Context: an optimization exercise on an open-source flow, tuned for small area, a short achievable clock period and few clock cycles per item. The choices shown serve that exercise and are no tape-out recipe. At most, simulation tests tie the RTL to the original design; equivalence was not proved. Power is estimated from default activity; no workload was simulated.

==> flow/design.v <==
module huffman(clk, reset, gray_valid, gray_data, CNT_valid, CNT1, CNT2, CNT3, CNT4, CNT5, CNT6,
    code_valid, HC1, HC2, HC3, HC4, HC5, HC6, M1, M2, M3, M4, M5, M6 );
input clk;
input reset;
input gray_valid;
input [7:0] gray_data;
output CNT_valid;
output [7:0] CNT1, CNT2, CNT3, CNT4, CNT5, CNT6;
output code_valid;
output [7:0] HC1, HC2, HC3, HC4, HC5, HC6;
output [7:0] M1, M2, M3, M4, M5, M6;
	reg [6:0] w [0:5];    
	reg [2:0] ptr [0:5];  
	reg [4:0] hc [0:5];
	reg [4:0] mk [0:5];   
	reg started;          
	reg act;              
	reg ph;               
	reg [4:1] fm;         
	assign CNT1 = {1'b0, w[5]};
	assign CNT2 = {1'b0, w[0]};
	assign CNT3 = {1'b0, w[1]};
	assign CNT4 = {1'b0, w[2]};
	assign CNT5 = {1'b0, w[3]};
	assign CNT6 = {1'b0, w[4]};
	assign HC1 = {3'b0, hc[0]};
	assign HC2 = {3'b0, hc[1]};
	assign HC3 = {3'b0, hc[2]};
	assign HC4 = {3'b0, hc[3]};
	assign HC5 = {3'b0, hc[4]};
	assign HC6 = {3'b0, hc[5]};
	assign M1 = {3'b0, mk[0][4:1], 1'b1};
	assign M2 = {3'b0, mk[1][4:1], 1'b1};
	assign M3 = {3'b0, mk[2][4:1], 1'b1};
	assign M4 = {3'b0, mk[3][4:1], 1'b1};
	assign M5 = {3'b0, mk[4][4:1], 1'b1};
	assign M6 = {3'b0, mk[5][4:1], 1'b1};
	wire detect = started && !gray_valid;
	assign CNT_valid = act && fm[4];
	assign code_valid = !act && !fm[1];
	wire sum = act && ph;
	wire ins = act && !ph;
	wire last = sum && w[2][6] && w[2][5] && w[2][4];
	function lt;
		input [6:0] a, b;
		integer n;
		begin
			lt = 1'b0;
			for (n = 0; n < 7; n = n + 1) lt = (a[n] == b[n]) ? lt : b[n];
		end
	endfunction
	wire [6:0] N = w[0];
	wire [5:1] l;
	genvar k;
	generate for (k = 1; k < 6; k = k + 1) begin : cmp
		assign l[k] = lt(w[k], N);
	end endgenerate
	wire [6:0] c = {1'b0, l[5], l[4:1] | fm, 1'b1};
	wire [6:1] mv = {sum, {5{act}} & (c[5:1] | {5{ph}})};
	wire [2:0] q = {c[4], c[2] & !c[4], (c[1] & !c[2]) | (c[3] & !c[4]) | c[5]};
	wire [6:0] ap = w[0] ^ w[1], ag = w[0] & w[1];
	wire [6:0] cy;
	assign cy[0] = 1'b0;
	assign cy[1] = ag[0];
	assign cy[2] = ag[1] | (ap[1] & ag[0]);
	wire g32 = ag[3] | (ap[3] & ag[2]), p32 = ap[3] & ap[2];
	wire g54 = ag[5] | (ap[5] & ag[4]), p54 = ap[5] & ap[4];
	assign cy[3] = ag[2] | (ap[2] & cy[2]);
	assign cy[4] = g32 | (p32 & cy[2]);
	assign cy[5] = ag[4] | (ap[4] & cy[4]);
	assign cy[6] = g54 | (p54 & cy[4]);
	wire [6:0] ws = ap ^ cy;
	always @(posedge clk or posedge reset) begin
		if (reset) begin
			started <= 0;
			act <= 0;
			ph <= 0;
			fm <= 4'b1111;
		end else begin
			started <= gray_valid || (started && !detect);
			act <= detect || (act && !last);
			ph <= ins && !fm[1];
			if (ins) fm <= {1'b0, fm[4:2]};
		end
	end
	wire [2:0] g = gray_data[2:0];
	wire [5:0] en = {gray_valid && g == 3'd6, gray_valid && g == 3'd5, gray_valid && g == 3'd4,
	                 gray_valid && g == 3'd3, gray_valid && g == 3'd2, gray_valid && g == 3'd1};
	wire [2:0] slot [0:5];
	assign slot[0] = 3'd5; assign slot[1] = 3'd0; assign slot[2] = 3'd1;
	assign slot[3] = 3'd2; assign slot[4] = 3'd3; assign slot[5] = 3'd4;
	genvar j;
	generate for (j = 0; j < 6; j = j + 1) begin : ent
		localparam integer s = (j == 5) ? 0 : j + 1;
		wire [6:0] up = (j < 5) ? w[j + 1] : 7'h7f;
		wire [6:0] ones;    
		assign ones[0] = 1'b1;
		genvar n;
		for (n = 1; n < 7; n = n + 1) begin : pre
			assign ones[n] = &w[j][n - 1:0];
		end
		wire [6:0] inc = w[j] ^ (ones & {7{en[s]}});
		wire tu = (j == 0) ? ins && c[1] : mv[j + 1];
		wire tn = (j == 0) ? act && !tu : mv[j] && !mv[j + 1];
		wire [6:0] nv = (j == 0) ? (sum ? ws : N) : N;
		wire [6:0] d = ({7{tu}} & up) | ({7{tn}} & nv) | ({7{!tu && !tn}} & inc);
		always @(posedge clk or posedge reset) begin
			if (reset) w[j] <= 0;
			else w[j] <= d;
		end
	end endgenerate
	reg [5:1] cr;
	reg sr, ir;
	always @(posedge clk or posedge reset) begin
		if (reset) begin
			cr <= 0;
			sr <= 0;
			ir <= 0;
		end else begin
			cr <= c[5:1];
			sr <= sum;
			ir <= ins;
		end
	end
	wire [6:0] crx = {1'b0, cr, 1'b1};
	wire [2:0] qr = {cr[4], cr[2] & !cr[4], (cr[1] & !cr[2]) | (cr[3] & !cr[4]) | cr[5]};
	genvar i;
	generate for (i = 0; i < 6; i = i + 1) begin : sym
		wire [2:0] p = ptr[i];
		wire [2:0] pm1 = {p[2] & (p[1] | p[0]), p[1] ^ !p[0], !p[0]};  
		wire z = p == 3'd0;
		wire [2:0] pe = (sr || ir) ? (z ? (sr ? 3'd0 : qr) : ((sr || crx[p]) ? pm1 : p)) : p;
		wire a = sum && pe[2:1] == 2'd0;
		wire a0 = sum && pe == 3'd0;
		always @(posedge clk or posedge reset) begin
			if (reset) begin
				ptr[i] <= slot[i];
				hc[i] <= 0;
				mk[i] <= 0;
			end else begin
				ptr[i] <= pe;
				mk[i] <= mk[i] | ({5{a}} & {mk[i][3:0], 1'b1});
				hc[i] <= hc[i] | ({5{a0}} & {mk[i][3:0], 1'b1} & ~mk[i]);
			end
		end
	end endgenerate
endmodule
==> flow/config.mk <==
export PLATFORM = sky130hd
export DESIGN_NAME = huffman
export DESIGN_NICKNAME = huffman
export VERILOG_FILES = /design/flow/design.v
export SDC_FILE = /design/flow/constraint.sdc
export NUM_CORES = 4
export LEC_CHECK = 0
export CAP_MARGIN = 20
export CORE_MARGIN = 2
export CORE_UTILIZATION = 40
export SETUP_SLACK_MARGIN = 2.5
export SLEW_MARGIN = 20
==> flow/constraint.sdc <==
create_clock -name core_clock -period 5.0 [get_ports {clk}]
set_input_delay 1.0000 -clock core_clock [delete_from_list [all_inputs] [get_ports {clk}]]
set_output_delay 1.0000 -clock core_clock [all_outputs]
set_load 0.01 [all_outputs]
standard.sh (not shown) runs the stock make flow with config.mk's settings and CLKGATE_MAP_FILE= SYNTH_SCRIPT=/design/flow/synth_recipe.tcl, a recipe that flattens the netlist after the stock synthesis.
==> flow/flow/run.sh <==
#!/bin/bash
# The standard layout, with plain buffers on the ports instead of the
# resizer's default pick (a slow delay cell), and a clock tree without the
# dummy balancing loads.
set -euo pipefail
export BUFFER_PORTS_ARGS="-buffer_cell sky130_fd_sc_hd__buf_2"
export CTS_ARGS="-sink_clustering_enable -repair_clock_nets -dont_use_dummy_load -buf_list {sky130_fd_sc_hd__clkbuf_4 sky130_fd_sc_hd__clkbuf_8}"
bash standard.sh > standard.log 2>&1
Rerun with:
--- a/flow/design.v
+++ b/flow/design.v
@@ -5,7 +5,7 @@
 input gray_valid;
 input [7:0] gray_data;
-output CNT_valid;
+output reg CNT_valid;
 output [7:0] CNT1, CNT2, CNT3, CNT4, CNT5, CNT6;
-output code_valid;
+output reg code_valid;
 output [7:0] HC1, HC2, HC3, HC4, HC5, HC6;
 output [7:0] M1, M2, M3, M4, M5, M6;
@@ -37,6 +37,4 @@
 	assign M6 = {3'b0, mk[5][4:1], 1'b1};
 	wire detect = started && !gray_valid;
-	assign CNT_valid = act && fm[4];
-	assign code_valid = !act && !fm[1];
 	wire sum = act && ph;
 	wire ins = act && !ph;
@@ -77,9 +75,13 @@
 			ph <= 0;
 			fm <= 4'b1111;
+			CNT_valid <= 0;
+			code_valid <= 0;
 		end else begin
 			started <= gray_valid || (started && !detect);
+			CNT_valid <= detect;
 			act <= detect || (act && !last);
 			ph <= ins && !fm[1];
 			if (ins) fm <= {1'b0, fm[4:2]};
+			if (last) code_valid <= 1;
 		end
 	end
Result: The new run completed with no timing, DRC or antenna violations; maximum frequency went up by 2.0%; sequential share of layout area is higher by 2.9 points; wire length shrinks by 4.9%; combinational power came out lower by 17%; cell area came out lower by 6.4%; setup slack gains 0.050 ns; synthesized area is about the same.
Testbench counts after the change, summed over its fixed seeds: cycles 11,136, items 96.
Function not checked in the first run of this note: the RTL went through the layout flow alone.

[static timing again, ports no longer ideal]
The flow's constraints put no driver on any port. The routed layouts listed below were extracted and timed again, unchanged, in two steps. Step 1 assumes that a clkbuf_16 drives the clock port and a buf_2 every other input. Step 2 moves the port delays by t, midway between the first and last clock arrival at a register: inputs arrive t later, outputs are due t later. That takes back most of the time a late clock gives input paths. a / b / c = ideal ports / drivers / drivers and shift; a / b = the first two.
run	t, ns	setup slack, ns	hold WS [ns]	worst setup path at the end
the first run	0.477	2.480 / 2.480 / 2.070	0.458 / 0.458 / 0.458	input to register
the second run	0.487	2.530 / 2.530 / 2.133	0.459 / 0.459 / 0.459	input to register
After both steps every run listed still meets setup and hold. The setup slack of the first run, which loses most, moves by 0.000 ns with the drivers and by -0.410 ns with both steps.
